Source: an optimization exercise on an open RTL-to-GDS flow (aim: small area and a short achievable clock period). Production flows keep margins and buffers that such runs may drop.
No functional check of the RTL was part of any run shown here.

==> flow/design.v (outline; a module is shown in full before it is edited, if it fits) <==
// module dit_fft_8: 5741 lines
// module fa: 6 lines
// module ha: 6 lines
module dit_fft_8(clk,rst_n,in1r,in1i,in2r,in2i,in3r,in3i,in4r,in4i,in5r,in5i,in6r,in6i,in7r,in7i,in8r,in8i,y1r,y1i,y2r,y2i,y3r,y3i,y4r,y4i,y5r,y5i,y6r,y6i,y7r,y7i,y8r,y8i,write,start,ready);
  // ...
==> flow/flow/run.sh <==
#!/bin/bash
# The standard layout, with small buffers on the ports (timing repair
# upsizes the ones that need it). make's full output goes to make.log here;
# ORFS keeps each step's own log under orfs/logs.
set -euo pipefail
export BUFFER_PORTS_ARGS="-buffer_cell sky130_fd_sc_hd__buf_2"
bash standard.sh > make.log 2>&1
==> flow/standard.sh <==
#!/bin/bash
# synth_recipe.tcl (not shown) runs the flow's synth.tcl, then flattens the netlist and writes it again
# the make line also repeats each setting of config.mk as NAME=value (left out here)
make -C /OpenROAD-flow-scripts/flow DESIGN_CONFIG=/design/flow/config.mk WORK_HOME=/design/flow/orfs CLKGATE_MAP_FILE= SYNTH_SCRIPT=/design/flow/synth_recipe.tcl "${@:-finish}"
==> flow/config.mk <==
export PLATFORM = sky130hd
export DESIGN_NAME = dit_fft_8
export DESIGN_NICKNAME = dit_fft_8
export VERILOG_FILES = /design/flow/design.v
export SDC_FILE = /design/flow/constraint.sdc
export NUM_CORES = 4
export LEC_CHECK = 0
export CAP_MARGIN = 20
export CORE_MARGIN = 2
export CORE_UTILIZATION = 40
export SETUP_SLACK_MARGIN = 4.0
export SLEW_MARGIN = 20
export SYNTH_HIERARCHICAL = 1
==> flow/constraint.sdc <==
create_clock -name core_clock -period 10.0 [get_ports {clk}]
set_input_delay 2.0000 -clock core_clock [delete_from_list [all_inputs] [get_ports {clk}]]
set_output_delay 2.0000 -clock core_clock [all_outputs]
set_load 0.01 [all_outputs]
==> flow_summary.yaml, run 1 <==
status:
  outcome: "no timing/DRC/antenna violations"
routing:
  avgRoutedWirePerCell_um: 23.48
  drt-vias-per-instance: 5.185
  dr.first_iter.drc_count: 3167
  first_pass_iters: 7
  ant_nets: 0
synth:
  synth_most_common_cell: "inv_1"
  muxShareOfSynthArea_pct: 1.758
  yosysSeqAreaShare_pct: 22.15
  syn_inst: 6327
  yosys_warnings: 7
cells_and_area:
  clkbuf_count: 65
  final_util_pct: 46.12
  sh_seq_area_pct: 19.36
  seqCellArea_sq_um: 15130
  areaGrowthSynthToFinish_pct: 14.40
  drive_above_1_share_pct: 14.97
setup_path:
  reg2reg_depth: 21
  cp.depth: 13
  endpoint: "y2i[9]"
  critPathMaxStageDelay_ns: 0.49
  crit_buf_inv: 5
cts:
  cts.sinks: 505
  clock_latency_ns: 0.71
  cts_tree: "built"
  root_buffer: "clkbuf_16"
sta:
  final.setup.tns_ns: 0
  finalMaxSlewViolations: 0
  setup_viol: 0
hold_path:
  hold_path_depth: 0
  hold_class: "register to register"
global_routing:
  grt_max_degree: 141
  antenna_found_initial: 2
  grt_pass1_wl_um: 318500
  met1_usage_pct: 31.88
floorplan:
  tap_cells: 2218
  num_rows: 151
  die_h_um: 417.3
job:
  drv_cap: 0
==> run 2, diff against run 1 <==
--- a/flow/config.mk
+++ b/flow/config.mk
@@ -8,6 +8,6 @@
 export CAP_MARGIN = 20
 export CORE_MARGIN = 2
 export CORE_UTILIZATION = 40
-export SETUP_SLACK_MARGIN = 4.0
+export SETUP_SLACK_MARGIN = 4.2
 export SLEW_MARGIN = 20
 export SYNTH_HIERARCHICAL = 1
==> flow_summary.yaml, run 2 <==
global_routing:
  met3_usage_pct: 2.406
  grt_max_degree: 157
  grt_use_met2_pct: 42.38
  grt_overflow: 0
  met1_usage_pct: 32.73
  antenna_found_initial: 6
  grtUsageTotal_pct: 24.97
  grt_pass1_wl_um: 320000
  top_usage_layer: "met2"
  grt_pass1_vias: 50510
cells_and_area:
  num-nets-final: 9099
  drive_above_1_share_pct: 19.32
  layout_common_cells: "inv_1 (1,172), fa_1 (907), ha_1 (750)"
  final_util_pct: 47.83
  final_common_cell: "inv_1"
  areaGrowthSynthToFinish_pct: 18.64
cts:
  clk_path_buf_depth: 3
  cts_made_buffers: 60
  clock_latency_ns: 0.71
  cts_tree: "built"
  h-tree-depth: 2
  cts.sinks: 505
  path_clk_slew_ns: 0.06
  root_buffer: "clkbuf_16"
synth:
  synth.area.top_cells: "fa_1 (28%), edfxtp_1 (22%), ha_1 (15%)"
  syn_inst: 6327
  yosysSeqAreaShare_pct: 22.15
  avgSynthCellArea_sq_um: 10.80
  synth.distinct_cells: 63
  async_reset_ff_share_pct: 0
  synth_top_area_share_pct: 27.66
  yosysTopAreaCell: "fa_1"
  netlist_area_sq_um: 68320
  ys.flop_type: "edfxtp_1"
  synth_edf_count: 502
  ys_ff_latch: 505
  yosys_warnings: 7
  synth_common_cells: "inv_1 (1,222), fa_1 (944), ha_1 (844)"
  synth_most_common_cell: "inv_1"
sta:
  finalMaxSlewViolations: 0
  setup_viol: 0
  maxSlewHeadroom_pct: 32.02
  min_period_over_period_pct: 57.71
  final.setup.tns_ns: 0
  tightest_slew_ns: 1.020
  hold_violations: 0
  fmax_mhz: 173.3
  rsz0062_at_grt: "yes"
  skew_ns: 0.05501
  min_period_ns: 5.771
routing:
  vias: 48430
  ant_nets: 0
  first_pass_iters: 6
  drt-vias-per-instance: 5.195
  dr.first_iter.drc_count: 3094
  avgRoutedWirePerCell_um: 23.57
  drcViolationCount: 0
  wirelength_um: 219800
floorplan:
  num_rows: 151
  die_h_um: 417.3
  start_util_pct: 40.31
  coreArea_sq_um: 169500
  die-width_um: 417.3
  ios: 517
  die_area_sq_um: 174100
placed_design:
  io_buffers: 516
  hpwlAfterDp_um: 188100
  gp_congestion: 0.9716
setup_path:
  worstPathArrival_ns: 3.77
  required_ns: 8.00
  path_class: "register to output pin"
  start_kind: "register"
  cp-end-kind: "output pin"
  path_max_fanout: 3
status:
  outcome: "no timing/DRC/antenna violations"
hold_path:
  hold_class: "register to register"
job:
  drv_cap: 0
## run 2: cell types whose count changed in the layout (fill, tap and decap cells not counted), moves of 20 or more
cell	before	now
inv_2	14	44
inv_1	1208	1172
xor2_2	72	93
buf_4	132	224
ha_1	792	750
xor2_1	288	241
fa_2	13	37
mux2i_1	113	93
xor2_4	11	37
ha_4	35	79
fa_1	931	907
## run 2: critical path: stages, from the launching register on
cell and delay, ns:
edfxtp_1 0.40, buf_4 0.16, or4_4 0.43, or4_4 0.46, or3_4 0.36, or3_4 0.35
or3_4 0.36, o21ai_4 0.19, xnor2_4 0.21, buf_6 0.16
## run 2: final cells by class
| cell class | instances | area (sq um) |
|---|---|---|
| antenna | 4 | 10.01 |
| clock buffer | 67 | 1528 |
| clock inverter | 45 | 515.5 |
| fill | 15390 | 88420 |
| inverter | 1222 | 4603 |
| multi-input combinational | 4497 | 51680 |
| sequential | 505 | 15130 |
| tap | 2218 | 2775 |
| timing repair buffer | 765 | 4803 |
## run 2: per-module statistics from Yosys, one instance, submodules excluded
module | times used | cells | flip-flops and latches
dit_fft_8 | 1 | 5329 | 505
fa | 816 | 1 | 0
ha | 182 | 1 | 0
## run 2: path summary, 6_finish.rpt
kind          start  endpoint  slack, ns  cells after the start
min          E1r[6]   NE1r[6]       0.39                      0
max          X6r[0]   y3r[14]       4.23                      9
min reg2reg  E1r[6]   NE1r[6]       0.39                      0
max reg2reg  O1r[5]   NS1[15]       4.27                     20
## run 2: metal layers
metal | part of all wire, % | up-vias
met3 | 4.3 | 319
met1 | 42 | 24580
met5 | 0 | -
met2 | 49 | 1251
met4 | 4.9 | 0
li1 | - | 22280
## run 2: logic make-up after synthesis
logic type	after synthesis	share of synthesized area [%]
mux	120	1.758
buf+inv	1329	7.458
compound gates	994	9.313
simple gates	794	5.989
other cells	1	0.005489
xor+xnor	796	10.20
flops	505	22.15
fa+ha+maj	1788	43.12
## run 2: through the flow
stage / std cells / hold WS, ns / cell area, sq um / setup slack, ns
global placement: 8971 / 0.4002 / 73980 / 2.817
global route: 9320 / 0.4106 / 81040 / 4.086
finish: 9323 / 0.3949 / 81050 / 4.229
floorplan: 6330 / 0.4003 / 69100 / 3.821
CTS: 9212 / 0.3884 / 78690 / 4.118
detailed placement: 8971 / 0.4045 / 73980 / 2.857
## run 2: what timing repair did
action / in CTS / in global routing
gates cloned: 4 / 2
setup endpoints to repair: 244 / 201
gates resized for setup: 276 / 283
buffers inserted: 125 / 105
pin swaps: 67 / 144
hold buffers: 0 / 0
==> run 3, diff against run 2 <==
==> flow/flow/run.sh (replaced) <==
#!/bin/bash
# The standard layout, with small buffers on the ports (timing repair
# upsizes the ones that need it). make's full output goes to make.log here;
# ORFS keeps each step's own log under orfs/logs.
set -euo pipefail
export BUFFER_PORTS_ARGS="-buffer_cell sky130_fd_sc_hd__buf_1"
bash standard.sh > make.log 2>&1
--- a/flow/config.mk
+++ b/flow/config.mk
@@ -8,6 +8,6 @@
 export CAP_MARGIN = 20
 export CORE_MARGIN = 2
 export CORE_UTILIZATION = 40
-export SETUP_SLACK_MARGIN = 4.2
+export SETUP_SLACK_MARGIN = 4.0
 export SLEW_MARGIN = 20
 export SYNTH_HIERARCHICAL = 1
==> flow_summary.yaml, run 3 <==
setup_path:
  path_class: "input pin to register"
  reg2reg_depth: 21
  cp-end-kind: "register"
  path_max_fanout: 20
  r2r_end: "NS3[15]"
  r2r-start: "O3r[4]"
  worstPathArrival_ns: 6.33
  start_kind: "input pin"
  rrSetupSlack_ns: 4.14
  required_ns: 10.41
synth:
  avgSynthCellArea_sq_um: 10.80
  synth_edf_count: 502
  synth.distinct_cells: 63
  ys_ff_latch: 505
  synth_top_area_share_pct: 27.66
  yosys_warnings: 7
  async_reset_ff_share_pct: 0
  yosysTopAreaCell: "fa_1"
  yosysSeqAreaShare_pct: 22.15
  synth_common_cells: "inv_1 (1,222), fa_1 (944), ha_1 (844)"
  ys.flop_type: "edfxtp_1"
  synth_most_common_cell: "inv_1"
  synth.area.top_cells: "fa_1 (28%), edfxtp_1 (22%), ha_1 (15%)"
  syn_inst: 6327
  netlist_area_sq_um: 68320
hold_path:
  hold_path_depth: 0
  hold_class: "register to register"
  hp-start: "E1i[9]"
  min_to: "NE1i[9]"
sta:
  min_period_over_period_pct: 59.16
  setup_viol: 0
  finalMaxSlewViolations: 0
  skew_ns: 0.03947
  min_period_ns: 5.916
  hold_violations: 0
  maxSlewHeadroom_pct: 26.83
  whs_ns: 0.3929
  fmax_mhz: 169.0
  final.setup.tns_ns: 0
  tightest_slew_ns: 1.094
  setup_ws_ns: 4.084
  rsz0062_at_grt: "yes"
cells_and_area:
  num-nets-final: 9008
  areaGrowthSynthToFinish_pct: 14.54
  drive_above_1_share_pct: 8.716
  layout_common_cells: "inv_1 (1,206), fa_1 (937), ha_1 (787)"
  diodes: 0
  final_common_cell: "inv_1"
  final_cell_area_sq_um: 78250
routing:
  vias: 47640
  wirelength_um: 214100
  avgRoutedWirePerCell_um: 23.20
  ant_nets: 0
  drt-vias-per-instance: 5.162
  drcViolationCount: 0
  first_pass_iters: 5
  dr.first_iter.drc_count: 3194
floorplan:
  ios: 517
  start_util_pct: 40.31
  die-width_um: 417.3
  num_rows: 151
  die_area_sq_um: 174100
  coreArea_sq_um: 169500
  die_h_um: 417.3
placed_design:
  io_buffers: 516
  hpwlAfterDp_um: 185100
  placed_area_sq_um: 73120
  gp_congestion: 1.000
  pre_cts_slack_ns: 2.734
cts:
  clk_path_buf_depth: 3
  clock_latency_ns: 0.69
  hold_buffers: 0
  cts.sinks: 505
  root_buffer: "clkbuf_16"
  cts_tree: "built"
  path_clk_slew_ns: 0.06
  h-tree-depth: 2
  cts_made_buffers: 59
global_routing:
  antenna_found_initial: 6
  grt_pass1_wl_um: 314000
  grt_max_degree: 137
  grtUsageTotal_pct: 24.44
  grt_pass1_vias: 49910
  grt_overflow: 0
job:
  drv_cap: 0
status:
  outcome: "no timing/DRC/antenna violations"
==> run 3: cell counts after synthesis <==
Identical to the previous run, type by type.
==> run 3: metrics by stage <==
step                cells  util [%]
finish               9228     46.17
global route         9228     46.17
CTS                  9171     45.09
detailed placement   8987     43.14
global placement     8987     43.14
floorplan            6330         -
==> run 3: final cells by class <==
type	count	area (sq um)
multi-input cells	4496	50380
clock buffers	66	1503
fillers	15740	91220
well taps	2218	2775
inverters	1222	4592
repair buffers	676	3338
clock inverters	45	526.8
flip-flops and latches	505	15130
==> run 3: logic make-up after synthesis <==
family	count (synthesis)	share of synthesized area [%]
other	1	0.005489
adder cells (fa/ha/maj)	1788	43.12
buffers and inverters	1329	7.458
AND/OR/NAND/NOR	794	5.989
flip-flops	505	22.15
multiplexers	120	1.758
AO/OA/AOI/OAI	994	9.313
XOR/XNOR	796	10.20
==> run 3: per-layer routing <==
metal | vias up | global-route usage, % | routed length, um | share of wire [%]
met5 | - | 0 | 0 | 0
met4 | 0 | 10.26 | 11100 | 5.2
met3 | 309 | 2.546 | 9819 | 4.6
met2 | 1236 | 41.59 | 103600 | 48
met1 | 24020 | 31.69 | 89620 | 42
li1 | 22070 | - | - | -
==> run 3: worst max-delay path by stage <==
stage,startpoint,endpoint,slack (ns)
after floorplan,rst_n,E0i[0],3.82
after global placement,in4i[15],O1r[15],2.78
after detailed placement,in4i[15],O1r[15],2.73
after CTS,NE1i[5],y2i[14],3.99
after global routing,in2r[15],O3r[15],3.83
final,in1r[15],E1r[15],4.08
==> run 3: timing repair <==
item	in CTS	in global routing
buffers inserted	71	56
pin swaps	14	40
gates resized for setup	130	225
endpoints found under the setup margin	187	174
cloned	2	1
==> run 3: worst max-delay path, cell delays in order <==
cell and delay (ns):
buf_4 0.54, xor2_1 0.91, fa_1 0.57, fa_1 0.44, ha_1 0.29, ha_1 0.43
nand4_1 0.15, or4b_2 0.64, nand3_1 0.09, a21oi_1 0.08, xnor2_1 0.15
==> run 3: per-module statistics from Yosys (local to each module, per instance) <==
| module | times used | flops+latches |
|---|---|---|
| fa | 816 | 0 |
| dit_fft_8 | 1 | 505 |
| ha | 182 | 0 |

==> re-timing with driven ports <==
No port has a modelled driver above. Below, the same layouts with a new extraction and two added sets of constraints.
Step 1: set_driving_cell puts a clkbuf_16 on clk and a buf_2 on each other input, an assumption about the parent block.
Step 2, shift: input delay + t, output delay - t, t = (earliest + latest rising clock arrival at the registers) / 2. This alone moves slack from input paths to output paths.
Slacks: no drivers / after step 1 / after step 2; pairs: no drivers / after step 1.
| run | t (ns) | slack for setup (ns) | hold slack, ns | worst slew at a driven data input, ns | pins driven straight from the clock port |
|---|---|---|---|---|---|
| run 1 | 0.760 | 4.064 / 3.985 / 3.401 | 0.407 / 0.407 / 0.407 | 0.08 | 1 |
| run 2 | 0.766 | 4.229 / 4.141 / 3.584 | 0.395 / 0.395 / 0.395 | 0.09 | 1 |
| run 3 | 0.756 | 4.084 / 4.017 / 3.376 | 0.393 / 0.393 / 0.393 | 0.07 | 1 |
After both steps every run listed still meets setup and hold. For run 3, which loses most, drivers alone change the setup slack by -0.067 ns; drivers and shift together by -0.708 ns.
